This design comes from an exercise in tuning for small area, a short achievable clock period and few clock cycles on the open sky130 flow, not from production work.
No run shown here included a check of the RTL's function; only the layout flow was run.
Power and IR drop assume default switching activity.

==> flow/design.v (outline; a module is shown in full before it is edited, if it fits) <==
// module alu: 39 lines
// module bcu: 29 lines
// module bpu: 196 lines
// module distri_ram: 20 lines
// module uncond_BHT: 110 lines
// module csr_file: 548 lines
// module decode: 377 lines
// module execute: 268 lines
// module fetch: 110 lines
// module forwarding_unit: 71 lines
// module memory_access: 533 lines
// module tlb: 168 lines
// module ptw: 194 lines
// module mmu_arb: 134 lines
// module mmu: 308 lines
// module muldiv: 138 lines
// module pipeline_control: 43 lines
// module program_counter: 87 lines
// module regfile: 32 lines
// module writeback: 70 lines
// module core_top: 717 lines
module core_top #(
    parameter ADDR_WIDTH        = 32,
    parameter DATA_WIDTH        = 32,
    parameter HART_ID           = 0,
    parameter COND_ENTRY_NUM    = 8,
    parameter COND_DATA_WIDTH   = 32,
    parameter UNCOND_ENTRY_NUM  = 8,
    parameter UNCOND_DATA_WIDTH = 32
)
(
    input                       clk_i,
    input                       rst_i,
    input                       stall_i,
    input  [ADDR_WIDTH-1 : 0]   init_pc_addr_i,
    input  [DATA_WIDTH-1 : 0]   instruction_i,
    input                       instruction_ready_i,
    output [ADDR_WIDTH-1 : 0]   instruction_addr_o,
    output                      instruction_req_o,
    input  [DATA_WIDTH-1 : 0]   data_read_i,
    input                       data_ready_i,
    output [DATA_WIDTH-1 : 0]   data_write_o,
    output [ADDR_WIDTH-1 : 0]   data_addr_o,
    output                      data_rw_o,       
    output [DATA_WIDTH/8-1 : 0] data_byte_enable_o,
    output                      data_req_o,
    input                       ext_irq_i,
    input                       tmr_irq_i,
    input                       sft_irq_i
);
  // ...
==> flow/run.sh <==
#!/bin/bash
# synth_recipe.tcl (not shown) runs the flow's synth.tcl, then flattens the netlist and writes it again
# the make line also repeats each setting of config.mk as NAME=value (left out here)
make -C /OpenROAD-flow-scripts/flow DESIGN_CONFIG=/design/flow/config.mk WORK_HOME=/design/flow/orfs CLKGATE_MAP_FILE= SYNTH_SCRIPT=/design/flow/synth_recipe.tcl finish
==> flow/config.mk <==
export PLATFORM = sky130hd
export DESIGN_NAME = core_top
export DESIGN_NICKNAME = core_top
export VERILOG_FILES = /design/flow/design.v
export SDC_FILE = /design/flow/constraint.sdc
export NUM_CORES = 8
export LEC_CHECK = 0
export CAP_MARGIN = 20
export CORE_MARGIN = 2
export CORE_UTILIZATION = 40
export SLEW_MARGIN = 20
==> flow/constraint.sdc <==
create_clock -name core_clock -period 20.0 [get_ports {clk_i}]
set_input_delay 4.0000 -clock core_clock [delete_from_list [all_inputs] [get_ports {clk_i}]]
set_output_delay 4.0000 -clock core_clock [all_outputs]
set_load 0.01 [all_outputs]
==> flow_summary.yaml, run 1 <==
layout:
  largest_class: "multi-input combinational cells"
  instances_no_fill: 29842
  layout_common_cells: "nand2_1 (2830), edfxtp_1 (2453), a21oi_1 (1565)"
  diodes: 69
  n_all_inverters: 523
  multi_input_area_share_pct: 43.7
  final_common_cell: "nand2_1"
  area_delta_synth_final_pct: 12.2
worst_setup_path:
  startpoint: "Execute.mem_addr_o[0]"
  critPathKind: "reg2out"
  crit_slowest_cell: "nor4_1"
synth:
  synth-seq-cells: 4024
  synth_top_family_by_area: "compound AO/OA/AOI/OAI gates"
  synthXorXnorAreaFrac_pct: 5.95
  synth_edf_count: 2453
  yosysMostFrequentCell: "nand2_1"
global_routing:
  top_usage_layer: "met2"
  grt_pass1_wl_um: 1450000
power_and_ir_drop:
  p_leak_nw: 88.6
  power.switching_mw: 14.2
  p_clk_mw: 8.35
  p_int_mw: 19.5
floorplanning:
  dieHeight_um: 746
  io_pins: 207
outcome:
  status: "finished clean"
sta:
  drv_slew: 0
  whs_ns: 0.406
  min_period_over_period_pct: 51.5
  finalHoldViolCount: 0
  fmax_ghz: 0.0971
  skew_ns: 0.136
  finalWorstSetupSlack_ns: 9.70
  setup-tns-final_ns: 0
detailed_routing:
  top_layer_used: "met5"
  wl_met3_um: 157000
  wl_met1_um: 398000
min_path:
  hold_start: "MMU.Ptw.rtrn_data_r[2]"
cts:
  postCtsHoldBufs: 0
  post_cts_resized: 0
placed_design:
  dp.cells: 28955
==> module execute, before the edit <==
module execute #(parameter DATA_WIDTH = 32)
(
    input  wire                    clk_i,
    input  wire                    rst_i,
    input  wire                    flush_i,
    input  wire [DATA_WIDTH-1 : 0] pc_i,
    input  wire                    stall_i,
    input  wire [DATA_WIDTH-1 : 0] imm_i,
    input  wire [ 1: 0]            inputA_sel_i,
    input  wire [ 1: 0]            inputB_sel_i,
    input  wire [ 2: 0]            operation_sel_i,
    input  wire                    alu_muldiv_sel_i,
    input  wire                    shift_sel_i,
    input  wire                    is_branch_i,
    input  wire                    is_jal_i,
    input  wire                    is_jalr_i,
    input  wire                    cond_branch_hit_EXE_i,
    input  wire                    cond_branch_result_EXE_i,
    input  wire                    regfile_we_i,
    input  wire [2: 0]             regfile_input_sel_i,
    input  wire                    mem_we_i,
    input  wire                    mem_re_i,
    input  wire [1: 0]             mem_input_sel_i,
    input  wire                    mem_load_ext_sel_i,
    input  wire [4: 0]             rd_addr_i,
    input  wire [4: 0]             csr_imm_i,
    input  wire                    csr_we_i,
    input  wire [11: 0]            csr_we_addr_i,
    input  wire [DATA_WIDTH-1 : 0] rs1_data_i,
    input  wire [DATA_WIDTH-1 : 0] rs2_data_i,
    input  wire [DATA_WIDTH-1 : 0] csr_data_i,
    output wire [DATA_WIDTH-1 : 0] pc_o,
    output wire [DATA_WIDTH-1 : 0] branch_target_addr_o,
    output wire                    branch_taken_o,
    output wire                    cond_branch_misprediction_o,
    output wire                    stall_from_exe_o,
    output reg                     mem_we_o,
    output reg                     mem_re_o,
    output reg  [DATA_WIDTH-1 : 0] rs2_data_o,
    output reg  [DATA_WIDTH-1 : 0] mem_addr_o,
    output reg  [1: 0]             mem_input_sel_o,
    output reg  [2: 0]             regfile_input_sel_o,
    output reg                     regfile_we_o,
    output reg  [4: 0]             rd_addr_o,
    output reg  [DATA_WIDTH-1 : 0] p_data_o,
    output reg                     csr_we_o,
    output reg  [11: 0]            csr_we_addr_o,
    output reg  [DATA_WIDTH-1 : 0] csr_we_data_o,
    output reg                     mem_load_ext_sel_o,
    input  wire                    sys_jump_i,
    input  wire [ 1: 0]            sys_jump_csr_addr_i,
    output reg                     sys_jump_o,
    output reg  [ 1: 0]            sys_jump_csr_addr_o,
    input  wire                    sfence_i,
    output reg                     sfence_o,
    input  wire                    sfence_type_i,
    output reg                     sfence_type_o, 
    output reg [DATA_WIDTH-1 : 0]  rs1_data_o,
    input  wire                    exp_vld_i,
    input  wire [ 3: 0]            exp_cause_i,
    input  wire [31: 0]            exp_tval_i,
    input  wire                    instruction_pc_vld_i,
    output reg                     exp_vld_o,
    output reg  [ 3: 0]            exp_cause_o,
    output reg  [31: 0]            exp_tval_o,
    output reg  [31: 0]            instruction_pc_o,
    output reg                     instruction_pc_vld_o
);
reg  [DATA_WIDTH-1 : 0]           inputA, inputB;
wire [DATA_WIDTH-1 : 0]           alu_result;
wire [DATA_WIDTH-1 : 0]           muldiv_result;
wire                              compare_result, stall_from_muldiv, muldiv_ready;
wire [DATA_WIDTH-1 : 0]           result;
wire [DATA_WIDTH-1 : 0]           mem_addr;
always @(*)
begin
    case (inputA_sel_i)
        3'd0: inputA = 0;
        3'd1: inputA = pc_i;
        3'd2: inputA = rs1_data_i;
        default: inputA = 0;
    endcase
end
always @(*)
begin
    case (inputB_sel_i)
        3'd0: inputB = imm_i;
        3'd1: inputB = rs2_data_i;
        3'd2: inputB = ~rs2_data_i + 1'b1;
        default: inputB = 0;
    endcase
end
wire [2: 0] alu_operation = (is_branch_i | is_jal_i | is_jalr_i)? 3'b000 : operation_sel_i;
wire [2: 0] muldiv_operation = operation_sel_i;
wire muldiv_req = alu_muldiv_sel_i & !muldiv_ready;
wire [2: 0] branch_operation = operation_sel_i;
alu ALU(
    .a_i(inputA),
    .b_i(inputB),
    .operation_sel_i(alu_operation),
    .shift_sel_i(shift_sel_i),
    .alu_result_o(alu_result)
);
muldiv MulDiv(
    .clk_i(clk_i),
    .rst_i(rst_i),
    .stall_i(stall_i),
    .a_i(inputA),
    .b_i(inputB),
    .req_i(muldiv_req),
    .operation_sel_i(muldiv_operation),
    .muldiv_result_o(muldiv_result),
    .ready_o(muldiv_ready)
);
bcu BCU(
    .a_i(rs1_data_i),
    .b_i(rs2_data_i),
    .operation_sel_i(branch_operation),
    .compare_result_o(compare_result)
);
assign mem_addr = rs1_data_i + imm_i;          
assign branch_target_addr_o = alu_result;  
assign pc_o = pc_i + 'd4;                    
assign branch_taken_o = (is_branch_i & compare_result) | is_jal_i | is_jalr_i;
assign cond_branch_misprediction_o = cond_branch_hit_EXE_i &
                                    (cond_branch_result_EXE_i ^ branch_taken_o);
assign result = alu_muldiv_sel_i ? muldiv_result : alu_result;
assign stall_from_exe_o = alu_muldiv_sel_i & !muldiv_ready;
wire [DATA_WIDTH-1 : 0] csr_inputA = csr_data_i;
wire [DATA_WIDTH-1 : 0] csr_inputB = operation_sel_i[2] ? {27'b0, csr_imm_i} : rs1_data_i;
reg  [DATA_WIDTH-1 : 0] csr_update_data;
always @( * )
begin
    case (operation_sel_i[1: 0])
        2'b01:
            csr_update_data = csr_inputB;
        2'b10:
            csr_update_data = csr_inputA | csr_inputB;
        2'b11:
            csr_update_data = csr_inputA & ~csr_inputB;
        default:
            csr_update_data = csr_inputA;
    endcase
end
always @(posedge clk_i)
begin
    if (rst_i)
    begin
        mem_we_o            <= 0;
        mem_re_o            <= 0;
        rs2_data_o          <= 0;
        mem_addr_o          <= 0;
        mem_input_sel_o     <= 0;
        mem_load_ext_sel_o  <= 0;
        regfile_input_sel_o <= 0;
        regfile_we_o        <= 0;
        rd_addr_o           <= 0;
        sys_jump_o          <= 0;
        sys_jump_csr_addr_o <= 0;
        exp_vld_o           <= 0;
        exp_cause_o         <= 0;
        exp_tval_o          <= 0;
        instruction_pc_o    <= 0;
        instruction_pc_vld_o<= 0;
        csr_we_o            <= 0;
        csr_we_addr_o       <= 0;
        csr_we_data_o       <= 0;
        sfence_o            <= 0;
        sfence_type_o       <= 0;
        rs1_data_o          <= 0;
    end
    else if (stall_i)
    begin
        mem_we_o            <= mem_we_o;
        mem_re_o            <= mem_re_o;
        rs2_data_o          <= rs2_data_o;
        mem_addr_o          <= mem_addr_o;
        mem_input_sel_o     <= mem_input_sel_o;
        mem_load_ext_sel_o  <= mem_load_ext_sel_o;
        regfile_input_sel_o <= regfile_input_sel_o;
        regfile_we_o        <= regfile_we_o;
        rd_addr_o           <= rd_addr_o;
        sys_jump_o          <= sys_jump_o;
        sys_jump_csr_addr_o <= sys_jump_csr_addr_o;
        exp_vld_o           <= exp_vld_o;
        exp_cause_o         <= exp_cause_o;
        exp_tval_o          <= exp_tval_o;
        instruction_pc_o    <= instruction_pc_o;
        instruction_pc_vld_o<= instruction_pc_vld_o;
        csr_we_o            <= csr_we_o;
        csr_we_addr_o       <= csr_we_addr_o;
        csr_we_data_o       <= csr_we_data_o;
        sfence_o            <= sfence_o;
        sfence_type_o       <= sfence_type_o;
        rs1_data_o          <= rs1_data_o;
    end
    else if(flush_i)
    begin
        mem_we_o            <= 0;
        mem_re_o            <= 0;
        rs2_data_o          <= 0;
        mem_addr_o          <= 0;
        mem_input_sel_o     <= 0;
        mem_load_ext_sel_o  <= 0;
        regfile_input_sel_o <= 0;
        regfile_we_o        <= 0;
        rd_addr_o           <= 0;
        sys_jump_o          <= 0;
        sys_jump_csr_addr_o <= 0;
        exp_vld_o           <= 0;
        exp_cause_o         <= 0;
        exp_tval_o          <= 0;
        instruction_pc_o    <= 0;
        instruction_pc_vld_o<= 0;
        csr_we_o            <= 0;
        csr_we_addr_o       <= 0;
        csr_we_data_o       <= 0;
        sfence_o            <= 0;
        sfence_type_o       <= 0;
        rs1_data_o          <= 0;
    end
    else
    begin
        mem_we_o            <= mem_we_i ;
        mem_re_o            <= mem_re_i;
        rs2_data_o          <= rs2_data_i;
        mem_addr_o          <= mem_addr;
        mem_input_sel_o     <= mem_input_sel_i;
        mem_load_ext_sel_o  <= mem_load_ext_sel_i;
        regfile_input_sel_o <= regfile_input_sel_i;
        regfile_we_o        <= regfile_we_i;
        rd_addr_o           <= rd_addr_i;
        sys_jump_o          <= sys_jump_i;
        sys_jump_csr_addr_o <= sys_jump_csr_addr_i;
        exp_vld_o           <= exp_vld_i;
        exp_cause_o         <= exp_cause_i;
        exp_tval_o          <= exp_tval_i;
        instruction_pc_o    <= pc_i;
        instruction_pc_vld_o<= instruction_pc_vld_i;
        csr_we_o            <= csr_we_i;
        csr_we_addr_o       <= csr_we_addr_i;
        csr_we_data_o       <= csr_update_data;
        sfence_o            <= sfence_i;
        sfence_type_o       <= sfence_type_i;
        rs1_data_o          <= rs1_data_i;
    end
end
always @(posedge clk_i)
begin
    if (rst_i)
    begin
        p_data_o <= 0;   
    end
    else if (stall_i)
    begin
        p_data_o <= p_data_o;
    end
    else
    begin
        case (regfile_input_sel_i)
            3'b011: p_data_o <= pc_o;
            3'b100: p_data_o <= result;
            3'b101: p_data_o <= csr_data_i;
            default: p_data_o <= 0;
        endcase
    end
end
endmodule    
==> module memory_access, before the edit <==
module memory_access #( parameter DATA_WIDTH = 32 )
(
    input  wire                     clk_i,
    input  wire                     rst_i,
    input  wire                    stall_i,
    input  wire                    flush_i,
    output wire                     stall_for_data_fetch_o,
    input  wire [DATA_WIDTH-1 : 0]  unaligned_data_i,        
    input  wire [31: 0]             mem_addr_i,
    input  wire [1 : 0]             mem_input_sel_i,
    input  wire                     exe_we_i,
    input  wire                     exe_re_i,
    output wire [DATA_WIDTH-1 : 0]   data_o,            
    output wire [3: 0]               byte_write_sel_o,
    output wire                      req_vld_o,    
    output wire [DATA_WIDTH-1 : 0]   req_vaddr_o,       
    output wire                      req_rw_o,     
    input  wire                     d_rtrn_vld_i,
    input  wire [DATA_WIDTH-1 : 0]  d_rtrn_data_i,
    input  wire                     sys_jump_i,
    input  wire [ 1: 0]             sys_jump_csr_addr_i,
    output wire                     sys_jump_o,
    output wire [ 1: 0]             sys_jump_csr_addr_o,  
    input  wire                     exp_vld_i,
    input  wire [3 : 0]             exp_cause_i,
    input  wire [31: 0]             exp_tval_i,
    input  wire [31: 0]             instruction_pc_i,
    input  wire                     instruction_pc_vld_i,
    input  wire                     exp_from_mmu_vld_i,
    input  wire [3 : 0]             exp_from_mmu_cause_i,
    input  wire [31: 0]             exp_from_mmu_tval_i,
    output wire                     exp_vld_o,
    output wire                     exp_isinterrupt_o,
    output wire [3 : 0]             exp_cause_o,
    output wire [31: 0]             exp_tval_o,
    output wire [31: 0]             instruction_pc_o,
    output wire                     instruction_pc_vld_o,
    input  wire                    regfile_we_i,
    input  wire [4 : 0]            rd_addr_i,
    input  wire [2 : 0]            regfile_input_sel_i,
    input  wire                    mem_load_ext_sel_i,
    input  wire [1 : 0]            mem_addr_alignment_i,
    input  wire [DATA_WIDTH-1 : 0] p_data_i,
    input  wire                    csr_we_i,
    input  wire [11: 0]            csr_we_addr_i,
    input  wire [DATA_WIDTH-1 : 0] csr_we_data_i,
    input  wire                    sfence_i,
    input  wire                    sfence_type_i,  
    input  wire [DATA_WIDTH-1 : 0] rs1_data_i,  
    input  wire [DATA_WIDTH-1 : 0] rs2_data_i,
    output wire                    sfence_o,
    output wire                    sfence_type_o,  
    output wire [DATA_WIDTH-1 : 0] rs1_data_o,  
    output wire [DATA_WIDTH-1 : 0] rs2_data_o,
    output wire [2: 0]             regfile_input_sel_o,
    output wire                    regfile_we_o,
    output wire [4: 0]             rd_addr_o,
    output wire                    mem_load_ext_sel_o,
    output wire [1: 0]             mem_addr_alignment_o,
    output wire [DATA_WIDTH-1 : 0] p_data_o,
    output wire                    csr_we_o,
    output wire [31: 0]            csr_we_addr_o,
    output wire [31: 0]            csr_we_data_o,
    output wire [DATA_WIDTH-1 : 0] mem_data_o,
    output wire [31: 0]            mip_update_o,
    input  wire                    m_ext_irq_i,  
    input  wire                    m_tmr_irq_i,  
    input  wire                    m_sft_irq_i,  
    input  wire                    s_ext_irq_i,  
    input  wire                    s_tmr_irq_i,  
    input  wire                    s_sft_irq_i,  
    input  wire                    u_ext_irq_i,  
    input  wire                    u_tmr_irq_i,  
    input  wire                    u_sft_irq_i,  
    input  wire [ 3: 0]            mstatus_ie_i,  
    input  wire [31: 0]            mie_i
);
localparam d_IDLE = 0, d_WAIT = 1;
reg                     dS, dS_nxt;
reg  [DATA_WIDTH-1 : 0] data;            
reg  [3: 0]             byte_write_sel;
reg          memory_alignment_exception;
reg          exp_vld;
reg          exp_isinterrupt;
reg  [3 : 0] exp_cause;
reg  [31: 0] exp_tval;
reg                     req_done;
reg                     buffer_exp_vld;
reg [3 : 0]             buffer_exp_cause;
reg [31: 0]             buffer_exp_tval;
reg [DATA_WIDTH-1 : 0]  buffer_data;
reg [2: 0]             regfile_input_sel_r;
reg                    regfile_we_r;
reg [4: 0]             rd_addr_r;
reg                    mem_load_ext_sel_r;
reg [1: 0]             mem_addr_alignment_r;
reg [DATA_WIDTH-1 : 0] p_data_r;
reg                    exp_vld_r;
reg [ 3: 0]            exp_cause_r;
reg [31: 0]            exp_tval_r;
reg                    sys_jump_r;
reg [ 1: 0]            sys_jump_csr_addr_r;
reg [31: 0]            instruction_pc_r;
reg                    instruction_pc_vld_r;
reg                    csr_we_r;
reg [31: 0]            csr_we_addr_r;
reg [31: 0]            csr_we_data_r;
reg [DATA_WIDTH-1 : 0] mem_data_r;
reg [31: 0]            mip_update_r;
reg                    exp_isinterrupt_r;
always @(posedge clk_i)
begin
    if (rst_i)
        dS <= d_IDLE;
    else
        dS <= dS_nxt;
end
always @(*)
begin
    case (dS)
        d_IDLE:
            if ((exe_re_i || exe_we_i) && !memory_alignment_exception && !flush_i && !req_done)
                dS_nxt = d_WAIT;
            else
                dS_nxt = d_IDLE;
        d_WAIT:
            if (d_rtrn_vld_i || exp_from_mmu_vld_i)
                dS_nxt = d_IDLE;
            else
                dS_nxt = d_WAIT;
    endcase
end
always@(posedge clk_i)
begin
    if(rst_i)
    begin
        req_done         <= 'd0;
        buffer_exp_vld   <= 'd0;
        buffer_exp_cause <= 'd0;
        buffer_exp_tval  <= 'd0;
        buffer_data      <= 'd0;
    end
    else if(dS == d_WAIT && (d_rtrn_vld_i || exp_from_mmu_vld_i) && stall_i && !stall_for_data_fetch_o)
    begin
        req_done         <= 'd1;
        buffer_exp_vld   <= exp_from_mmu_vld_i;
        buffer_exp_cause <= exp_from_mmu_cause_i;
        buffer_exp_tval  <= exp_from_mmu_tval_i;
        buffer_data      <= d_rtrn_data_i;
    end
    else if(stall_i)
    begin
        req_done         <= req_done;
        buffer_exp_vld   <= buffer_exp_vld;
        buffer_exp_cause <= buffer_exp_cause;
        buffer_exp_tval  <= buffer_exp_tval;
        buffer_data      <= buffer_data;
    end
    else
    begin
        req_done         <= 'd0;
        buffer_exp_vld   <= 'd0;
        buffer_exp_cause <= 'd0;
        buffer_exp_tval  <= 'd0;
        buffer_data      <= 'd0;
    end
end
always@(*)
begin
    if(m_ext_irq_i && mstatus_ie_i[3] && mie_i[11])
    begin
        exp_vld         = 1'b1;
        exp_isinterrupt = 1'b1;
        exp_cause       = 'd11;
        exp_tval        = 'd0;
    end
    else if(m_tmr_irq_i && mstatus_ie_i[3] && mie_i[7])
    begin
        exp_vld         = 1'b1;
        exp_isinterrupt = 1'b1;
        exp_cause       = 'd7;
        exp_tval        = 'd0;
    end
    else if(m_sft_irq_i && mstatus_ie_i[3] && mie_i[3])
    begin
        exp_vld         = 1'b1;
        exp_isinterrupt = 1'b1;
        exp_cause       = 'd3;
        exp_tval        = 'd0;
    end
    else if(s_ext_irq_i && mstatus_ie_i[1] && mie_i[9])
    begin
        exp_vld         = 1'b1;
        exp_isinterrupt = 1'b1;
        exp_cause       = 'd9;
        exp_tval        = 'd0;
    end
    else if(s_tmr_irq_i && mstatus_ie_i[1] && mie_i[5])
    begin
        exp_vld         = 1'b1;
        exp_isinterrupt = 1'b1;
        exp_cause       = 'd5;
        exp_tval        = 'd0;
    end
    else if(s_sft_irq_i && mstatus_ie_i[1] && mie_i[1])
    begin
        exp_vld         = 1'b1;
        exp_isinterrupt = 1'b1;
        exp_cause       = 'd1;
        exp_tval        = 'd0;
    end
     else if(u_ext_irq_i && mstatus_ie_i[0] && mie_i[8])
    begin
        exp_vld         = 1'b1;
        exp_isinterrupt = 1'b1;
        exp_cause       = 'd8;
        exp_tval        = 'd0;
    end
    else if(u_tmr_irq_i && mstatus_ie_i[0] && mie_i[4])
    begin
        exp_vld         = 1'b1;
        exp_isinterrupt = 1'b1;
        exp_cause       = 'd4;
        exp_tval        = 'd0;
    end
    else if(u_sft_irq_i && mstatus_ie_i[0] && mie_i[0])
    begin
        exp_vld         = 1'b1;
        exp_isinterrupt = 1'b1;
        exp_cause       = 'd0;
        exp_tval        = 'd0;
    end
    else if(memory_alignment_exception && (exe_we_i || exe_re_i))
    begin
        exp_vld         = 1'b1;
        exp_isinterrupt = 1'b0;
        exp_cause       = 'd11;
        exp_tval        = 'd0;
    end
    else if(exp_from_mmu_vld_i)
    begin
        exp_vld         = 1'b1;
        exp_isinterrupt = 1'b0;
        exp_cause       = exp_from_mmu_cause_i;
        exp_tval        = exp_from_mmu_tval_i;
    end
    else if(req_done)
    begin
        exp_vld         = buffer_exp_vld;
        exp_isinterrupt = 1'b0;
        exp_cause       = buffer_exp_cause;
        exp_tval        = buffer_exp_tval;
    end
    else
    begin
        exp_vld         = exp_vld_i;
        exp_isinterrupt = 1'b0;
        exp_cause       = exp_cause_i;
        exp_tval        = exp_tval_i;
    end
end
always @(*)
begin
    case (mem_addr_i[1:0])
        2'b00:
        begin
            case (mem_input_sel_i)
                2'b00:
                begin    
                    data = {24'b0, unaligned_data_i[7: 0]};
                    byte_write_sel = 4'b0001;
                    memory_alignment_exception = 0;
                end
                2'b01:
                begin    
                    data = {16'b0, unaligned_data_i[15: 0]};
                    byte_write_sel = 4'b0011;
                    memory_alignment_exception = 0;
                end
                2'b10:
                begin    
                    data = unaligned_data_i;
                    byte_write_sel = 4'b1111;
                    memory_alignment_exception = 0;
                end
                default:
                begin
                    data = 0;
                    byte_write_sel = 4'b0000;
                    memory_alignment_exception = 1;
                end
            endcase
        end
        2'b01:
        begin
            case (mem_input_sel_i)
                2'b00:
                begin    
                    data = {16'b0, unaligned_data_i[7: 0], 8'b0};
                    byte_write_sel = 4'b0010;
                    memory_alignment_exception = 0;
                end
                default:
                begin
                    data = 0;
                    byte_write_sel = 4'b0000;
                    memory_alignment_exception = 1;
                end
            endcase
        end
        2'b10:
        begin
            case (mem_input_sel_i)
                2'b00:
                begin
                    data = {8'b0, unaligned_data_i[7: 0], 16'b0};
                    byte_write_sel = 4'b0100;
                    memory_alignment_exception = 0;
                end
                2'b01:
                begin
                    data = {unaligned_data_i[15: 0], 16'b0};
                    byte_write_sel = 4'b1100;
                    memory_alignment_exception = 0;
                end
                default:
                begin
                    data = 0;
                    byte_write_sel = 4'b0000;
                    memory_alignment_exception = 1;
                end
            endcase
        end
        2'b11:
        begin
            case (mem_input_sel_i)
                2'b00:
                begin
                    data = {unaligned_data_i[7: 0], 24'b0};
                    byte_write_sel = 4'b1000;
                    memory_alignment_exception = 0;
                end
                default:
                begin
                    data = 0;
                    byte_write_sel = 4'b0000;
                    memory_alignment_exception = 1;
                end
            endcase
        end
        default:
        begin
            data = 0;
            byte_write_sel = 4'b0000;
            memory_alignment_exception = 0;
        end
    endcase
end
wire [DATA_WIDTH-1 : 0] load_raw = (req_done)?buffer_data:d_rtrn_data_i;
reg  [DATA_WIDTH-1 : 0] load_aligned, wb_data;
always @(*)
begin
    case (mem_addr_alignment_i)
        2'b00:   load_aligned = load_raw;
        2'b01:   load_aligned = {load_raw[7: 0], load_raw[31: 8]};
        2'b10:   load_aligned = {load_raw[15: 0], load_raw[31: 16]};
        default: load_aligned = {load_raw[23: 0], load_raw[31: 24]};
    endcase
end
always @(*)
begin
    case (regfile_input_sel_i)
        3'b000:  wb_data = mem_load_ext_sel_i ?
                          {24'b0, load_aligned[7 : 0]} :
                          {{24{load_aligned[7]}}, load_aligned[7 : 0]};
        3'b001:  wb_data = mem_load_ext_sel_i ?
                          {16'b0, load_aligned[15 : 0]} :
                          {{16{load_aligned[15]}}, load_aligned[15 : 0]};
        3'b010:  wb_data = load_aligned;
        default: wb_data = p_data_i;
    endcase
end
always @(posedge clk_i)
begin
    if (rst_i)
    begin
        regfile_we_r         <= 0;
        rd_addr_r            <= 0;
        regfile_input_sel_r  <= 4;
        mem_load_ext_sel_r   <= 0;
        mem_addr_alignment_r <= 0;
        p_data_r             <= 0;
        csr_we_r             <= 0;
        csr_we_addr_r        <= 0;
        csr_we_data_r        <= 0;
        sys_jump_r           <= 0;
        sys_jump_csr_addr_r  <= 0;
        exp_vld_r            <= 0;
        exp_cause_r          <= 0;
        exp_tval_r           <= 0;
        instruction_pc_r     <= 0;
        instruction_pc_vld_r <= 0;
        mem_data_r           <= 32'b0;
        exp_isinterrupt_r    <= 0;
    end
    else if (stall_i)
    begin
        regfile_we_r         <= regfile_we_r;
        rd_addr_r            <= rd_addr_r;
        regfile_input_sel_r  <= regfile_input_sel_r;
        mem_load_ext_sel_r   <= mem_load_ext_sel_r;
        mem_addr_alignment_r <= mem_addr_alignment_r;
        p_data_r             <= p_data_r;
        csr_we_r             <= csr_we_r;
        csr_we_addr_r        <= csr_we_addr_r;
        csr_we_data_r        <= csr_we_data_r;
        sys_jump_r           <= sys_jump_r;
        sys_jump_csr_addr_r  <= sys_jump_csr_addr_r;
        exp_vld_r            <= exp_vld_r;
        exp_cause_r          <= exp_cause_r;
        exp_tval_r           <= exp_tval_r;
        instruction_pc_r     <= instruction_pc_r;
        instruction_pc_vld_r <= instruction_pc_vld_r;
        mem_data_r           <= mem_data_r;
        exp_isinterrupt_r    <= exp_isinterrupt_r;
    end
    else if(flush_i)
    begin
        regfile_we_r         <= 0;
        rd_addr_r            <= 0;
        regfile_input_sel_r  <= 4;
        mem_load_ext_sel_r   <= 0;
        mem_addr_alignment_r <= 0;
        p_data_r             <= 0;
        csr_we_r             <= 0;
        csr_we_addr_r        <= 0;
        csr_we_data_r        <= 0;
        sys_jump_r           <= 0;
        sys_jump_csr_addr_r  <= 0;
        exp_vld_r            <= 0;
        exp_cause_r          <= 0;
        exp_tval_r           <= 0;
        instruction_pc_r     <= 0;
        instruction_pc_vld_r <= 0;
        mem_data_r           <= 32'b0;
        exp_isinterrupt_r    <= 0;
    end
    else if(exp_vld)
    begin
        regfile_we_r         <= 0;
        rd_addr_r            <= 0;
        regfile_input_sel_r  <= 4;
        mem_load_ext_sel_r   <= 0;
        mem_addr_alignment_r <= 0;
        p_data_r             <= 0;
        csr_we_r             <= 0;
        csr_we_addr_r        <= 0;
        csr_we_data_r        <= 0;
        sys_jump_r           <= 0;
        sys_jump_csr_addr_r  <= 0;
        exp_vld_r            <= exp_vld;
        exp_cause_r          <= exp_cause;
        exp_tval_r           <= exp_tval;
        instruction_pc_r     <= instruction_pc_i;
        instruction_pc_vld_r <= instruction_pc_vld_i;
        mem_data_r           <= 32'b0;
        exp_isinterrupt_r    <= exp_isinterrupt;
    end
    else
    begin
        regfile_we_r         <= regfile_we_i;
        rd_addr_r            <= rd_addr_i;
        regfile_input_sel_r  <= regfile_input_sel_i;
        mem_load_ext_sel_r   <= mem_load_ext_sel_i;
        mem_addr_alignment_r <= mem_addr_alignment_i;
        p_data_r             <= wb_data;
        csr_we_r             <= csr_we_i;
        csr_we_addr_r        <= csr_we_addr_i;
        csr_we_data_r        <= csr_we_data_i;
        sys_jump_r           <= sys_jump_i;
        sys_jump_csr_addr_r  <= sys_jump_csr_addr_i;
        exp_vld_r            <= exp_vld;
        exp_cause_r          <= exp_cause;
        exp_tval_r           <= exp_tval;
        instruction_pc_r     <= instruction_pc_i;
        instruction_pc_vld_r <= instruction_pc_vld_i;
        mem_data_r           <= (req_done)?buffer_data:d_rtrn_data_i;
        exp_isinterrupt_r    <= exp_isinterrupt;
    end
end
always@(posedge clk_i)
begin
    if(rst_i)
    begin
        mip_update_r <= 0;
    end
    else
    begin
        mip_update_r <= {20'b0, {m_ext_irq_i, 1'b0, s_ext_irq_i, u_ext_irq_i}, 
                                {m_tmr_irq_i, 1'b0, s_tmr_irq_i, u_tmr_irq_i}, 
                                {m_sft_irq_i, 1'b0, s_sft_irq_i, u_sft_irq_i}} & mie_i;
    end
end
assign req_vld_o              = (dS == d_IDLE) && ((exe_re_i || exe_we_i) && !memory_alignment_exception && !flush_i && !req_done);      
assign req_vaddr_o            = mem_addr_i;
assign req_rw_o               = exe_we_i;
assign data_o                 = data;
assign byte_write_sel_o       = byte_write_sel;
assign stall_for_data_fetch_o = (dS_nxt == d_WAIT);
assign regfile_input_sel_o  = regfile_input_sel_r;
assign regfile_we_o         = regfile_we_r;
assign rd_addr_o            = rd_addr_r;
assign mem_load_ext_sel_o   = mem_load_ext_sel_r;
assign mem_addr_alignment_o = mem_addr_alignment_r;
assign p_data_o             = p_data_r;
assign exp_vld_o            = exp_vld_r;
assign exp_cause_o          = exp_cause_r;
assign exp_tval_o           = exp_tval_r;
assign sys_jump_o           = sys_jump_r;
assign sys_jump_csr_addr_o  = sys_jump_csr_addr_r;
assign instruction_pc_o     = instruction_pc_r;
assign instruction_pc_vld_o = instruction_pc_vld_r;
assign csr_we_o             = csr_we_r;
assign csr_we_addr_o        = csr_we_addr_r;
assign csr_we_data_o        = csr_we_data_r;
assign mem_data_o           = mem_data_r;
assign mip_update_o         = mip_update_r;
assign exp_isinterrupt_o    = exp_isinterrupt_r;
assign sfence_o             = sfence_i;
assign sfence_type_o        = sfence_type_i;
assign rs1_data_o           = rs1_data_i;
assign rs2_data_o           = rs2_data_i;
endmodule    
==> module mmu, before the edit <==
module mmu #(
    parameter INSTR_TLB_ENTRIES     = 4,
    parameter DATA_TLB_ENTRIES      = 4,
    parameter ASID_WIDTH            = 9
) (
    input  wire         clk_i,
    input  wire         rst_i,
    input  wire         flush_i,
    input  wire         flush_type_i,
    input  wire [31: 0] fulsh_vaddr_i,
    input  wire [31: 0] fulsh_asid_i,
    input  wire         enable_i,
    input  wire [21: 0] root_ppn_i,
    input  wire [ 8: 0] asid_i,
    input  wire [ 1: 0] privilege_lvl_i,
    input  wire [ 1: 0] ld_st_privilege_lvl_i,
    input  wire         mxr_i,
    input  wire         sum_i,
    input  wire         i_req_vld_i,          
    input  wire [31: 0] i_req_vaddr_i,        
    output wire         i_req_vld_o,          
    output wire [31: 0] i_req_paddr_o,         
    input  wire         d_req_vld_i,          
    input  wire [31: 0] d_req_vaddr_i,        
    input  wire [31: 0] d_req_data_i,
    input  wire         d_req_rw_i,           
    input  wire [ 3: 0] d_req_byte_enable_i,
    output wire         d_req_vld_o,
    output wire [31: 0] d_req_paddr_o,
    output wire [31: 0] d_req_data_o,
    output wire         d_req_rw_o,           
    output wire [ 3: 0] d_req_byte_enable_o,
    input  wire         i_rtrn_vld_i,
    input  wire [31: 0] i_rtrn_data_i,
    output wire         i_rtrn_vld_o,
    output wire [31: 0] i_rtrn_data_o,
    output wire [31: 0] i_rtrn_vaddr_o,
    input  wire         d_rtrn_vld_i,
    input  wire [31: 0] d_rtrn_data_i,
    output wire         d_rtrn_vld_o,
    output wire [31: 0] d_rtrn_data_o,
    output wire         i_exp_vld_o,
    output wire [ 3: 0] i_exp_cause_o,
    output wire [31: 0] i_exp_tval_o,
    output wire         d_exp_vld_o,
    output wire [ 3: 0] d_exp_cause_o,
    output wire [31: 0] d_exp_tval_o
);
    reg          itlb_req_vld_r;
    reg  [31: 0] itlb_paddr_r;
    reg  [31: 0] itlb_vaddr_r;
    reg          itlb_content_U_r;
    reg          itlb_content_R_r;
    reg          itlb_content_X_r;
    reg          pmp_i_exp_vld;
    reg  [ 3: 0] i_exp_cause;
    reg  [31: 0] i_exp_tval;
    wire         hit_itlb;
    wire [31: 0] paddr_itlb;
    wire [31: 0] itlb_content;
    reg          dtlb_req_vld_r;
    reg  [31: 0] dtlb_paddr_r;
    reg          dtlb_content_U_r;
    reg          dtlb_content_R_r;
    reg          dtlb_content_W_r;
    reg          dtlb_content_D_r;
    reg          dtlb_content_X_r;
    reg          pmp_d_exp_vld;
    reg  [ 3: 0] d_exp_cause;
    reg  [31: 0] d_exp_tval;
    wire         hit_dtlb;
    wire [31: 0] paddr_dtlb;        
    wire [31: 0] dtlb_content;
    wire         itlb_miss_vld = (enable_i && !hit_itlb && i_req_vld_i);
    wire         update_vld_ptw2itlb;
    wire [31: 0] update_content_ptw2itlb;
    wire         update_content_is_4MB_ptw2itlb;
    wire         dtlb_miss_vld = (enable_i && !hit_dtlb && d_req_vld_i);
    wire         update_vld_ptw2dtlb;
    wire [31: 0] update_content_ptw2dtlb;
    wire         update_content_is_4MB_ptw2dtlb;
    wire         req_vld_d2arb;   
    wire [31: 0] req_paddr_d2arb;
    wire [31: 0] req_data_d2arb;
    wire         req_rw_d2arb;
    wire [ 3: 0] req_byte_enable_d2arb;
    wire         req_vld_ptw2arb;
    wire         req_rw_ptw2arb;
    wire [ 3: 0] req_byte_enable_ptw2arb;
    wire [31: 0] req_addr_ptw2arb;
    wire         rtrn_vld_arb2ptw;
    wire         ptw_i_exp_vld;
    wire         ptw_d_exp_vld;
    wire [31: 0] rtrn_data_arb2ptw;
    always@(posedge clk_i) begin
        if(rst_i) begin
            itlb_req_vld_r   <= 0;
            itlb_paddr_r     <= 0;
            itlb_vaddr_r     <= 0;
            itlb_content_U_r <= 0;
            itlb_content_R_r <= 0;
            itlb_content_X_r <= 0;
        end if(enable_i && hit_itlb && i_req_vld_i && !flush_i) begin
            itlb_req_vld_r   <= 1;
            itlb_paddr_r     <= paddr_itlb;
            itlb_vaddr_r     <= i_req_vaddr_i;
            itlb_content_U_r <= itlb_content[4];
            itlb_content_R_r <= itlb_content[1];
            itlb_content_X_r <= itlb_content[3];
        end else if(i_req_vld_o || i_exp_vld_o) begin
            itlb_req_vld_r   <= 0;
            itlb_paddr_r     <= 0;
            itlb_vaddr_r     <= 0;
            itlb_content_U_r <= 0;
            itlb_content_R_r <= 0;
            itlb_content_X_r <= 0;
        end
    end
    always@(*) begin
        if(itlb_req_vld_r && 
            ((!itlb_content_X_r && !itlb_content_R_r)  || 
             (privilege_lvl_i == 'd0 && !itlb_content_U_r) || 
             (privilege_lvl_i == 'd1 &&  itlb_content_U_r)) ) begin
            pmp_i_exp_vld   = 1'b1;
        end else begin
            pmp_i_exp_vld   = 1'b0;
        end
    end
    always@(*) begin
        i_exp_cause = 'd12;
        i_exp_tval  = i_req_vaddr_i;
    end
    reg update_dtlb_done;
    always@(posedge clk_i) begin
        if(rst_i) begin
            update_dtlb_done <= 0;
        end else begin
            update_dtlb_done <= update_vld_ptw2dtlb;
        end
    end
    always@(posedge clk_i) begin
        if(rst_i) begin
            dtlb_req_vld_r   <= 0;
            dtlb_paddr_r     <= 0;
            dtlb_content_U_r <= 0;
            dtlb_content_R_r <= 0;
            dtlb_content_W_r <= 0;
            dtlb_content_D_r <= 0;
            dtlb_content_X_r <= 0;
        end if(enable_i && hit_dtlb && (d_req_vld_i || update_dtlb_done)) begin
            dtlb_req_vld_r   <= 1;
            dtlb_paddr_r     <= paddr_dtlb;
            dtlb_content_U_r <= dtlb_content[4];
            dtlb_content_R_r <= dtlb_content[1];
            dtlb_content_W_r <= dtlb_content[2];
            dtlb_content_D_r <= dtlb_content[7];
            dtlb_content_X_r <= dtlb_content[3];
        end else if(d_rtrn_vld_o || d_exp_vld_o) begin
            dtlb_req_vld_r   <= 0;
            dtlb_paddr_r     <= 0;
            dtlb_content_U_r <= 0;
            dtlb_content_R_r <= 0;
            dtlb_content_W_r <= 0;
            dtlb_content_D_r <= 0;
            dtlb_content_X_r <= 0;
        end
    end
    always@(*) begin
        if(dtlb_req_vld_r && 
            ((!mxr_i && !dtlb_content_R_r) ||
             (mxr_i  && !dtlb_content_R_r && !dtlb_content_X_r) ||
             (d_req_rw_i && (!dtlb_content_W_r || !dtlb_content_D_r)) ||
             (              ld_st_privilege_lvl_i == 0   && !dtlb_content_U_r) || 
             (sum_i == 0 && ld_st_privilege_lvl_i == 'd1 && dtlb_content_U_r)) ) begin
                pmp_d_exp_vld   = 1'b1;
        end else begin
            pmp_d_exp_vld   = 1'b0;
        end
    end
    always@(*) begin
        d_exp_tval = d_req_vaddr_i;
        if(d_req_rw_i) begin
            d_exp_cause = 'd15;
        end else begin
            d_exp_cause = 'd13;
        end
    end
    assign req_vld_d2arb           = (enable_i)?(!d_exp_vld_o && dtlb_req_vld_r):d_req_vld_i;
    assign req_paddr_d2arb         = (enable_i)?dtlb_paddr_r                    :d_req_vaddr_i;
    assign req_data_d2arb          = d_req_data_i;
    assign req_rw_d2arb            = d_req_rw_i;
    assign req_byte_enable_d2arb   = d_req_byte_enable_i;
    assign i_req_vld_o   = (enable_i)?(!i_exp_vld_o && itlb_req_vld_r):i_req_vld_i;
    assign i_req_paddr_o = (enable_i)?itlb_paddr_r                    :i_req_vaddr_i;
    assign i_rtrn_vld_o   = i_req_vld_o;
    assign i_rtrn_data_o  = i_rtrn_data_i;
    assign i_rtrn_vaddr_o = (enable_i && !ptw_i_exp_vld)?itlb_vaddr_r                    :i_req_vaddr_i;
    assign i_exp_vld_o   = pmp_i_exp_vld || ptw_i_exp_vld;
    assign i_exp_cause_o = i_exp_cause;
    assign i_exp_tval_o  = i_exp_tval; 
    assign d_exp_vld_o   = pmp_d_exp_vld || ptw_d_exp_vld;
    assign d_exp_cause_o = d_exp_cause;
    assign d_exp_tval_o  = d_exp_tval; 
    tlb #(
        .TLB_ENTRIES(1)
    ) itlb (
        .clk_i(clk_i),
        .rst_i(rst_i),
        .flush_i(flush_i),
        .flush_type_i(flush_type_i),
        .fulsh_vaddr_i(fulsh_vaddr_i),
        .fulsh_asid_i(fulsh_asid_i),
        .enable_i(enable_i),
        .asid_i(asid_i),
        .update_vld_i(update_vld_ptw2itlb),
        .update_tag_i(i_req_vaddr_i[31:12]),
        .update_content_i(update_content_ptw2itlb),
        .update_content_is_4MB_i(update_content_is_4MB_ptw2itlb),
        .vaddr_i(i_req_vaddr_i),
        .hit_o(hit_itlb),
        .paddr_o(paddr_itlb),
        .content_o(itlb_content)
    );
    tlb #(
        .TLB_ENTRIES(1)
    ) dtlb (
        .clk_i(clk_i),
        .rst_i(rst_i),
        .flush_i(flush_i),
        .flush_type_i(flush_type_i),
        .fulsh_vaddr_i(fulsh_vaddr_i),
        .fulsh_asid_i(fulsh_asid_i),
        .enable_i(enable_i),
        .asid_i(asid_i),
        .update_vld_i(update_vld_ptw2dtlb),
        .update_tag_i(d_req_vaddr_i[31:12]),
        .update_content_i(update_content_ptw2dtlb),
        .update_content_is_4MB_i(update_content_is_4MB_ptw2dtlb),
        .vaddr_i(d_req_vaddr_i),
        .hit_o(hit_dtlb),
        .paddr_o(paddr_dtlb),
        .content_o(dtlb_content)
    );
    ptw #(
    ) Ptw (
        .clk_i(clk_i),
        .rst_i(rst_i),
        .flush_i(flush_i),
        .itlb_miss_i(itlb_miss_vld),
        .i_vaddr_i(i_req_vaddr_i),
        .itlb_update_vld_o(update_vld_ptw2itlb),
        .itlb_update_content_o(update_content_ptw2itlb),
        .itlb_update_content_is_4MB_o(update_content_is_4MB_ptw2itlb),
        .dtlb_miss_i(dtlb_miss_vld),
        .d_vaddr_i(d_req_vaddr_i),
        .dtlb_update_vld_o(update_vld_ptw2dtlb),
        .dtlb_update_content_o(update_content_ptw2dtlb),
        .dtlb_update_content_is_4MB_o(update_content_is_4MB_ptw2dtlb),
        .req_vld_o(req_vld_ptw2arb),        
        .req_addr_o(req_addr_ptw2arb),      
        .req_rw_o(req_rw_ptw2arb),          
        .req_byte_enable_o(req_byte_enable_ptw2arb),
        .rtrn_vld_i(rtrn_vld_arb2ptw),
        .rtrn_data_i(rtrn_data_arb2ptw),
        .root_ppn_i(root_ppn_i),
        .asid_i(asid_i),
        .privilege_lvl_i(privilege_lvl_i),
        .i_exp_vld_o(ptw_i_exp_vld),
        .d_exp_vld_o(ptw_d_exp_vld)
    );
    wire         arb_req_vld;
    wire [31: 0] arb_req_paddr;
    wire [31: 0] arb_req_data;
    wire         arb_req_rw;
    wire [ 3: 0] arb_req_byte_enable;
    assign d_req_vld_o         = enable_i ? arb_req_vld         : d_req_vld_i;
    assign d_req_paddr_o       = enable_i ? arb_req_paddr       : d_req_vaddr_i;
    assign d_req_data_o        = enable_i ? arb_req_data        : d_req_data_i;
    assign d_req_rw_o          = enable_i ? arb_req_rw          : d_req_rw_i;
    assign d_req_byte_enable_o = enable_i ? arb_req_byte_enable : d_req_byte_enable_i;
    mmu_arb #(
    ) MMU_arb (
        .clk_i(clk_i),
        .rst_i(rst_i),
        .flush_i(flush_i),
        .d_req_vld_i(req_vld_d2arb),   
        .d_req_paddr_i(req_paddr_d2arb),    
        .d_req_data_i(req_data_d2arb),
        .d_req_rw_i(req_rw_d2arb),       
        .d_req_byte_enable_i(req_byte_enable_d2arb),
        .d_rtrn_vld_o(d_rtrn_vld_o),
        .d_rtrn_data_o(d_rtrn_data_o),
        .ptw_req_vld_i(req_vld_ptw2arb),    
        .ptw_req_paddr_i(req_addr_ptw2arb),    
        .ptw_req_data_i('d0),
        .ptw_req_rw_i(req_rw_ptw2arb),      
        .ptw_req_byte_enable_i(req_byte_enable_ptw2arb),
        .ptw_rtrn_vld_o(rtrn_vld_arb2ptw),
        .ptw_rtrn_data_o(rtrn_data_arb2ptw),
        .d_req_vld_o(arb_req_vld),
        .d_req_paddr_o(arb_req_paddr),
        .d_req_data_o(arb_req_data),
        .d_req_rw_o(arb_req_rw),
        .d_req_byte_enable_o(arb_req_byte_enable),
        .d_rtrn_vld_i(d_rtrn_vld_i),
        .d_rtrn_data_i(d_rtrn_data_i)
    );
endmodule
==> run 2: changes to the inputs <==
--- a/flow/design.v
+++ b/flow/design.v
@@ -1367,2 +1367,5 @@
     output reg  [DATA_WIDTH-1 : 0] mem_addr_o,
+    output reg  [DATA_WIDTH-1 : 0] st_data_o,
+    output reg  [3: 0]             st_be_o,
+    output reg                     st_misalign_o,
     output reg  [1: 0]             mem_input_sel_o,
@@ -1471,2 +1474,102 @@
 end
+reg [DATA_WIDTH-1 : 0] st_data;
+reg [3: 0] st_be;
+reg st_misalign;
+always @(*)
+begin
+    case (mem_addr[1:0])
+        2'b00:
+        begin
+            case (mem_input_sel_i)
+                2'b00:
+                begin    
+                    st_data = {24'b0, rs2_data_i[7: 0]};
+                    st_be = 4'b0001;
+                    st_misalign = 0;
+                end
+                2'b01:
+                begin    
+                    st_data = {16'b0, rs2_data_i[15: 0]};
+                    st_be = 4'b0011;
+                    st_misalign = 0;
+                end
+                2'b10:
+                begin    
+                    st_data = rs2_data_i;
+                    st_be = 4'b1111;
+                    st_misalign = 0;
+                end
+                default:
+                begin
+                    st_data = 0;
+                    st_be = 4'b0000;
+                    st_misalign = 1;
+                end
+            endcase
+        end
+        2'b01:
+        begin
+            case (mem_input_sel_i)
+                2'b00:
+                begin    
+                    st_data = {16'b0, rs2_data_i[7: 0], 8'b0};
+                    st_be = 4'b0010;
+                    st_misalign = 0;
+                end
+                default:
+                begin
+                    st_data = 0;
+                    st_be = 4'b0000;
+                    st_misalign = 1;
+                end
+            endcase
+        end
+        2'b10:
+        begin
+            case (mem_input_sel_i)
+                2'b00:
+                begin
+                    st_data = {8'b0, rs2_data_i[7: 0], 16'b0};
+                    st_be = 4'b0100;
+                    st_misalign = 0;
+                end
+                2'b01:
+                begin
+                    st_data = {rs2_data_i[15: 0], 16'b0};
+                    st_be = 4'b1100;
+                    st_misalign = 0;
+                end
+                default:
+                begin
+                    st_data = 0;
+                    st_be = 4'b0000;
+                    st_misalign = 1;
+                end
+            endcase
+        end
+        2'b11:
+        begin
+            case (mem_input_sel_i)
+                2'b00:
+                begin
+                    st_data = {rs2_data_i[7: 0], 24'b0};
+                    st_be = 4'b1000;
+                    st_misalign = 0;
+                end
+                default:
+                begin
+                    st_data = 0;
+                    st_be = 4'b0000;
+                    st_misalign = 1;
+                end
+            endcase
+        end
+        default:
+        begin
+            st_data = 0;
+            st_be = 4'b0000;
+            st_misalign = 0;
+        end
+    endcase
+end
 always @(posedge clk_i)
@@ -1479,2 +1582,5 @@
         mem_addr_o          <= 0;
+        st_data_o           <= 0;
+        st_be_o             <= 4'b0001;
+        st_misalign_o       <= 0;
         mem_input_sel_o     <= 0;
@@ -1504,2 +1610,5 @@
         mem_addr_o          <= mem_addr_o;
+        st_data_o           <= st_data_o;
+        st_be_o             <= st_be_o;
+        st_misalign_o       <= st_misalign_o;
         mem_input_sel_o     <= mem_input_sel_o;
@@ -1529,2 +1638,5 @@
         mem_addr_o          <= 0;
+        st_data_o           <= 0;
+        st_be_o             <= 4'b0001;
+        st_misalign_o       <= 0;
         mem_input_sel_o     <= 0;
@@ -1554,2 +1666,5 @@
         mem_addr_o          <= mem_addr;
+        st_data_o           <= st_data;
+        st_be_o             <= st_be;
+        st_misalign_o       <= st_misalign;
         mem_input_sel_o     <= mem_input_sel_i;
@@ -1791,2 +1906,5 @@
     input  wire                     exe_re_i,
+    input  wire [DATA_WIDTH-1 : 0]  st_data_i,
+    input  wire [3 : 0]             st_be_i,
+    input  wire                     st_misalign_i,
     output wire [DATA_WIDTH-1 : 0]   data_o,            
@@ -2042,96 +2160,5 @@
 begin
-    case (mem_addr_i[1:0])
-        2'b00:
-        begin
-            case (mem_input_sel_i)
-                2'b00:
-                begin    
-                    data = {24'b0, unaligned_data_i[7: 0]};
-                    byte_write_sel = 4'b0001;
-                    memory_alignment_exception = 0;
-                end
-                2'b01:
-                begin    
-                    data = {16'b0, unaligned_data_i[15: 0]};
-                    byte_write_sel = 4'b0011;
-                    memory_alignment_exception = 0;
-                end
-                2'b10:
-                begin    
-                    data = unaligned_data_i;
-                    byte_write_sel = 4'b1111;
-                    memory_alignment_exception = 0;
-                end
-                default:
-                begin
-                    data = 0;
-                    byte_write_sel = 4'b0000;
-                    memory_alignment_exception = 1;
-                end
-            endcase
-        end
-        2'b01:
-        begin
-            case (mem_input_sel_i)
-                2'b00:
-                begin    
-                    data = {16'b0, unaligned_data_i[7: 0], 8'b0};
-                    byte_write_sel = 4'b0010;
-                    memory_alignment_exception = 0;
-                end
-                default:
-                begin
-                    data = 0;
-                    byte_write_sel = 4'b0000;
-                    memory_alignment_exception = 1;
-                end
-            endcase
-        end
-        2'b10:
-        begin
-            case (mem_input_sel_i)
-                2'b00:
-                begin
-                    data = {8'b0, unaligned_data_i[7: 0], 16'b0};
-                    byte_write_sel = 4'b0100;
-                    memory_alignment_exception = 0;
-                end
-                2'b01:
-                begin
-                    data = {unaligned_data_i[15: 0], 16'b0};
-                    byte_write_sel = 4'b1100;
-                    memory_alignment_exception = 0;
-                end
-                default:
-                begin
-                    data = 0;
-                    byte_write_sel = 4'b0000;
-                    memory_alignment_exception = 1;
-                end
-            endcase
-        end
-        2'b11:
-        begin
-            case (mem_input_sel_i)
-                2'b00:
-                begin
-                    data = {unaligned_data_i[7: 0], 24'b0};
-                    byte_write_sel = 4'b1000;
-                    memory_alignment_exception = 0;
-                end
-                default:
-                begin
-                    data = 0;
-                    byte_write_sel = 4'b0000;
-                    memory_alignment_exception = 1;
-                end
-            endcase
-        end
-        default:
-        begin
-            data = 0;
-            byte_write_sel = 4'b0000;
-            memory_alignment_exception = 0;
-        end
-    endcase
+    data = st_data_i;
+    byte_write_sel = st_be_i;
+    memory_alignment_exception = st_misalign_i;
 end
@@ -3087,7 +3114,23 @@
     wire [ 3: 0] arb_req_byte_enable;
-    assign d_req_vld_o         = enable_i ? arb_req_vld         : d_req_vld_i;
-    assign d_req_paddr_o       = enable_i ? arb_req_paddr       : d_req_vaddr_i;
-    assign d_req_data_o        = enable_i ? arb_req_data        : d_req_data_i;
-    assign d_req_rw_o          = enable_i ? arb_req_rw          : d_req_rw_i;
-    assign d_req_byte_enable_o = enable_i ? arb_req_byte_enable : d_req_byte_enable_i;
+    reg          arb_req_vld_q;
+    reg  [31: 0] arb_req_paddr_q;
+    reg  [31: 0] arb_req_data_q;
+    reg          arb_req_rw_q;
+    reg  [ 3: 0] arb_req_byte_enable_q;
+    always @(posedge clk_i) begin
+        if (rst_i) begin
+            arb_req_vld_q <= 1'b0;
+        end else begin
+            arb_req_vld_q <= arb_req_vld & enable_i;
+        end
+        arb_req_paddr_q       <= arb_req_paddr;
+        arb_req_data_q        <= arb_req_data;
+        arb_req_rw_q          <= arb_req_rw;
+        arb_req_byte_enable_q <= arb_req_byte_enable;
+    end
+    assign d_req_vld_o         = enable_i ? arb_req_vld_q         : d_req_vld_i;
+    assign d_req_paddr_o       = enable_i ? arb_req_paddr_q       : d_req_vaddr_i;
+    assign d_req_data_o        = enable_i ? arb_req_data_q        : d_req_data_i;
+    assign d_req_rw_o          = enable_i ? arb_req_rw_q          : d_req_rw_i;
+    assign d_req_byte_enable_o = enable_i ? arb_req_byte_enable_q : d_req_byte_enable_i;
     mmu_arb #(
@@ -3560,2 +3603,5 @@
 wire [ 2 : 0]           exe_regfile_input_sel2mem_wb;
+wire [DATA_WIDTH-1 : 0] exe_st_data;
+wire [ 3 : 0]           exe_st_be;
+wire                    exe_st_misalign;
 wire [DATA_WIDTH-1 : 0] data2mem_wb;
@@ -3662,2 +3708,11 @@
 wire [31: 0]  rs2_data_mem2cont;
+reg rst_q;
+always @(posedge clk_i)
+    rst_q <= rst_i;
+reg mmu_en_r;
+always @(posedge clk_i)
+    if (rst_q)
+        mmu_en_r <= 1'b0;
+    else
+        mmu_en_r <= mmu_enable_csr2mmu;
 localparam i_IDLE = 0, i_NEXT = 1, i_WAIT = 2;
@@ -3668,3 +3723,3 @@
  begin
-     if (rst_i)
+     if (rst_q)
          iS <= i_IDLE;
@@ -3756,3 +3811,3 @@
     .clk_i(clk_i),
-    .rst_i(rst_i),
+    .rst_i(rst_q),
     .stall_i(stall_for_instr_fetch | stall_for_data_fetch | stall_from_exe),
@@ -3775,3 +3830,3 @@
     .clk_i(clk_i),
-    .rst_i(rst_i),
+    .rst_i(rst_q),
     .stall_i(stall_for_instr_fetch | stall_for_data_fetch | stall_from_exe),
@@ -3786,3 +3841,3 @@
     .clk_i(clk_i),
-    .rst_i(rst_i),
+    .rst_i(rst_q),
     .rs1_addr_i(dec_rs1_addr),
@@ -3797,3 +3852,3 @@
     .clk_i(clk_i),
-    .rst_i(rst_i),
+    .rst_i(rst_q),
     .init_pc_addr_i(init_pc_addr_i),
@@ -3822,3 +3877,3 @@
     .clk_i(clk_i),
-    .rst_i(rst_i),
+    .rst_i(rst_q),
     .stall_i((stall_for_instr_fetch | stall_for_data_fetch | stall_from_exe) || stall_from_hazard),
@@ -3846,3 +3901,3 @@
     .clk_i(clk_i),
-    .rst_i(rst_i),
+    .rst_i(rst_q),
     .stall_i(stall_for_instr_fetch | stall_for_data_fetch | stall_from_exe),
@@ -3915,3 +3970,3 @@
     .clk_i(clk_i),
-    .rst_i(rst_i),
+    .rst_i(rst_q),
     .flush_i(flush2exe || irq_taken),
@@ -3952,2 +4007,5 @@
     .mem_addr_o(exe_addr2mem),
+    .st_data_o(exe_st_data),
+    .st_be_o(exe_st_be),
+    .st_misalign_o(exe_st_misalign),
     .mem_input_sel_o(exe_input_sel2mem),
@@ -4004,3 +4062,3 @@
     .clk_i(clk_i),
-    .rst_i(rst_i),
+    .rst_i(rst_q),
     .stall_i(stall_for_instr_fetch | stall_for_data_fetch | stall_from_exe),
@@ -4013,2 +4071,5 @@
     .exe_re_i(exe_re),
+    .st_data_i(exe_st_data),
+    .st_be_i(exe_st_be),
+    .st_misalign_i(exe_st_misalign),
     .data_o(d_req_data_mem2mmu),                         
@@ -4080,3 +4141,3 @@
     .clk_i(clk_i),
-    .rst_i(rst_i),
+    .rst_i(rst_q),
     .rd_we_o(rd_we2wb),
@@ -4134,3 +4195,3 @@
     .clk_i(clk_i),
-    .rst_i(rst_i),
+    .rst_i(rst_q),
     .stall_i(stall_for_instr_fetch | stall_for_data_fetch | stall_from_exe),
@@ -4170,3 +4231,3 @@
     .clk_i(clk_i),
-    .rst_i(rst_i),
+    .rst_i(rst_q),
     .flush_i(flush2mmu),
@@ -4175,3 +4236,3 @@
     .fulsh_asid_i(fulsh_asid2mmu),
-    .enable_i(mmu_enable_csr2mmu),
+    .enable_i(mmu_en_r),
     .root_ppn_i(root_ppn_csr2mmu),
==> flow/flow/run.sh (new file) <==
#!/bin/bash
# Standard ORFS layout (the standard.sh, unchanged synthesis) with timing
# repair asked to aim for more setup slack than the 20 ns constraint needs.
# make's full output goes to flow.log in this folder.
set -euo pipefail
bash standard.sh SETUP_SLACK_MARGIN=15 TNS_END_PERCENT=10 finish > flow.log 2>&1
==> flow/standard.sh (new file) <==
#!/bin/bash
# synth_recipe.tcl (not shown) runs the flow's synth.tcl, then flattens the netlist and writes it again
# the make line also repeats each setting of config.mk as NAME=value (left out here)
make -C /OpenROAD-flow-scripts/flow DESIGN_CONFIG=/design/flow/config.mk WORK_HOME=/design/flow/orfs CLKGATE_MAP_FILE= SYNTH_SCRIPT=/design/flow/synth_recipe.tcl "${@:-finish}"
removed: flow/run.sh
==> run 2 against run 1 <==
Still clean on timing, DRC and antenna. Non-clock buffer count rose by 693. Routed wire length is 6.4% higher. Area after synthesis grew 1.5%. Cell area increased by 7.6%. Core utilization is 2.7 points higher. Sequential power shrank 4%. Final cell count is 3.0% higher. Flip-flop and latch count up 107. Maximum frequency is 44% higher. Via count up 3.9%. Critical path depth is 18 higher. Worst setup slack gained 3.1 ns. Largest cell class unchanged. Highest routed layer unchanged.
==> flow_summary.yaml, run 2 <==
layout:
  drive_gt1_share_pct: 16.1
  final_common_cell: "nand2_1"
  area_delta_synth_final_pct: 18.9
  regMostFlops: "Register_File.rf"
  largest_register_ff_count: 992
  layout_common_cells: "nand2_1 (2653), edfxtp_1 (2453), dfxtp_1 (1607)"
  nets: 23525
detailed_routing:
  post_drt_wl_per_cell_um: 36.9
  wl_met3_um: 163000
  via_per_inst: 6.68
  via_count: 205325
  route.detailed.drc: 0
  top_layer_used: "met5"
  met2_length_um: 460000
  drt-pass1-iter-count: 10
  wl_um: 1140000
  wl_met1_um: 394000
  dr.first_iter.drc_count: 34091
  antenna_left: 0
synth:
  synthArstFlopShare_pct: 0
  yosysTopAreaCellShare_pct: 32.9
  synth_common_cells: "nand2_1 (2711), edfxtp_1 (2453), dfxtp_1 (1678), a21oi_1 (1592), clkbuf_1 (1458)"
  yosysMostFrequentCell: "nand2_1"
  ys_seq_area_share_pct: 47.9
  synth_flop_cell: "edfxtp_1"
  syn_area_sq_mm: 0.224
  synthTopCellsByArea: "edfxtp_1 (33%), dfxtp_1 (15%), nand2_1 (4.5%)"
  synth_edf_count: 2453
  syn_area_per_cell_sq_um: 9.92
  yosys.area.top_type: "edfxtp_1"
  synth.net_count: 23250
  synth-seq-cells: 4131
  ys_warn_count: 63
  synthDistinctLibCells: 123
  synthCells: 22555
power_and_ir_drop:
  swShare_pct: 35.9
  ir_drop_mv: 0.135
  power_density_mw_per_mm2: 102
  pwr-share-comb_pct: 30.5
  p_int_mw: 17.5
  power.switching_mw: 9.78
  p_seq_share_pct: 37.2
  clkPwrFrac_pct: 32.3
  p_leak_nw: 96.4
sta:
  finalHoldViolCount: 0
  whs_ns: 0.402
  rsz0062_at_grt: "yes"
  min_period_over_period_pct: 35.9
  setup_viol: 0
  tightest_slew_ns: 1.41
  drv_slew: 0
  skew_ns: 0.109
  fmax_ghz: 0.139
  min_period_ns: 7.17
  setup-tns-final_ns: 0
  relSlewSlack_pct: 5.88
cts:
  postCtsHoldBufs: 0
  clock_latency_ns: 1.13
  htreeDepth: 5
  cts_buffer_depth: 4
  cts_buffers: 440
  cts_tree: "built"
  clock-sinks: 4131
  clkTransAtPathRegs_ns: 0.06
  clock-root-buffer: "clkbuf_16"
global_routing:
  grt_pass1_vias: 186093
  grt_overflow: 0
  grt_pass1_wl_um: 1520000
  grt_max_degree: 160
  grt_usage_pct: 38.0
  antenna_found_initial: 99
floorplanning:
  dieHeight_um: 752
  io_pins: 207
  die-width_um: 752
  coreArea_sq_mm: 0.557
  start_util_pct: 40.2
  rows: 274
  die-area_sq_mm: 0.565
worst_setup_path:
  cp_top_family: "compound AO/OA/AOI/OAI gates"
  critPathKind: "reg2reg"
  cp_max_fo: 7
  slowest_delay_ns: 0.53
  path_buf_inv: 5
  required_ns: 20.80
  startpoint_type: "flop"
  timing.critical_path.mode_cell: "buf_12"
  worstPathArrival_ns: 7.97
  cp-end-kind: "flop"
  crit_slowest_cell: "or4_1"
placed_design:
  dpl.hpwl_um: 729000
  port_buffers: 204
  place_congestion: 1.03
outcome:
  status: "finished clean"
flow_run:
  maxCapViolations: 0
min_path:
  min_path_type: "reg2reg"
-- run 2: changes by cell type in the layout (fill, tap and decap cells not counted), sizes merged, moves of 57 or more --
cell and delta:
nand2 -136, and2 +83, xor2 +78, a22o +74
dfxtp +107, a211oi -139, nand3 -57, buf +741
mux2 +123, clkdlybuf4s50 -106
-- run 2: routing by layer --
metal / GRT usage [%] / vias to the layer above
met2: 54.3 / 16822
met4: 31.0 / 62
met1: 45.8 / 100171
met3: 13.9 / 4789
met5: 0 / -
li1: - / 83481
-- run 2: worst paths after layout --
path,start,endpoint,slack (ns),cells past startpoint
worst min register to register,MMU.Ptw.rtrn_data_r[7],MMU.dtlb.content_r[0][7],0.40,0
worst min-delay path,MMU.Ptw.rtrn_data_r[7],MMU.dtlb.content_r[0][7],0.40,0
worst max register to register,Execute.MulDiv.X[4],Execute.MulDiv.X[14],12.83,31
worst max-delay path,Execute.MulDiv.X[4],Execute.MulDiv.X[14],12.83,31
-- run 2: power groups by stage --
stage / Combinational (mW) / Clock [mW] / Sequential [mW]
after floorplan: 4.18 / 0 / 10.0
after global placement: 6.68 / 0 / 10.3
after detailed placement: 6.72 / 0 / 10.3
after CTS: 7.72 / 8.75 / 10.1
after global routing: 8.60 / 9.10 / 10.1
final: 8.32 / 8.80 / 10.1
-- run 2: final cells by class --
| type | instances | area, sq um |
|---|---|---|
| Fill cell | 51341 | 291000 |
| Multi-Input combinational cell | 16062 | 114000 |
| Sequential cell | 4131 | 107000 |
| Timing Repair Buffer | 1686 | 17600 |
| Clock buffer | 573 | 12100 |
| Tap cell | 7452 | 9320 |
| Clock inverter | 249 | 3110 |
| Inverter | 509 | 2030 |
| Antenna cell | 88 | 220 |
-- run 2: cell families after synthesis --
family | Yosys count | share of synthesized area (%)
adder cells (fa/ha/maj) | 591 | 4.04
multiplexers | 1111 | 5.33
flip-flops | 4131 | 47.9
AND/OR/NAND/NOR | 6958 | 14.8
XOR/XNOR | 1521 | 5.95
buffers and inverters | 2374 | 4.26
AO/OA/AOI/OAI | 5869 | 17.7
-- run 2: stage by stage --
step	util [%]	instance area [sq um]	total power [mW]	instances	setup WS (ns)
floorplan	-	224000	14.2	22555	13.42
global placement	42.2	235000	17.0	29073	11.07
detailed placement	42.2	235000	17.0	29074	10.96
CTS	47.1	263000	26.6	30485	13.10
global route	47.7	266000	27.8	30671	12.60
finish	47.8	266000	27.2	30750	12.83
-- run 2: what timing repair did --
action / in CTS / in global routing
cloned: 58 / 40
pin swaps: 338 / 105
setup buffers: 531 / 131
endpoints found under the setup margin: 3288 / 2978
gates resized for setup: 1808 / 430

## static timing again, ports no longer ideal
In the flow no input, the clock included, has a driving cell. The finished layouts below were timed again as built, in two steps.
Step 1, drivers: a clkbuf_16 drives clk_i and a buf_2 each remaining input, both assumed.
Step 2 moves the port delays by t, midway between the first and last clock arrival at a register: inputs arrive t later, outputs are due t later. That takes back most of the time a late clock gives input paths.
Three values: no drivers, after step 1, after step 2; two values: the first two.
run	t (ns)	setup WS [ns]	pins driven straight from the clock port
run 1	1.183	9.700 / 9.573 / 9.891	1
run 2	1.221	12.830 / 12.830 / 12.727	1
After both steps every run listed still meets setup and hold. For run 2, which loses most, drivers alone change the setup slack by 0.000 ns; drivers and shift together by -0.103 ns.
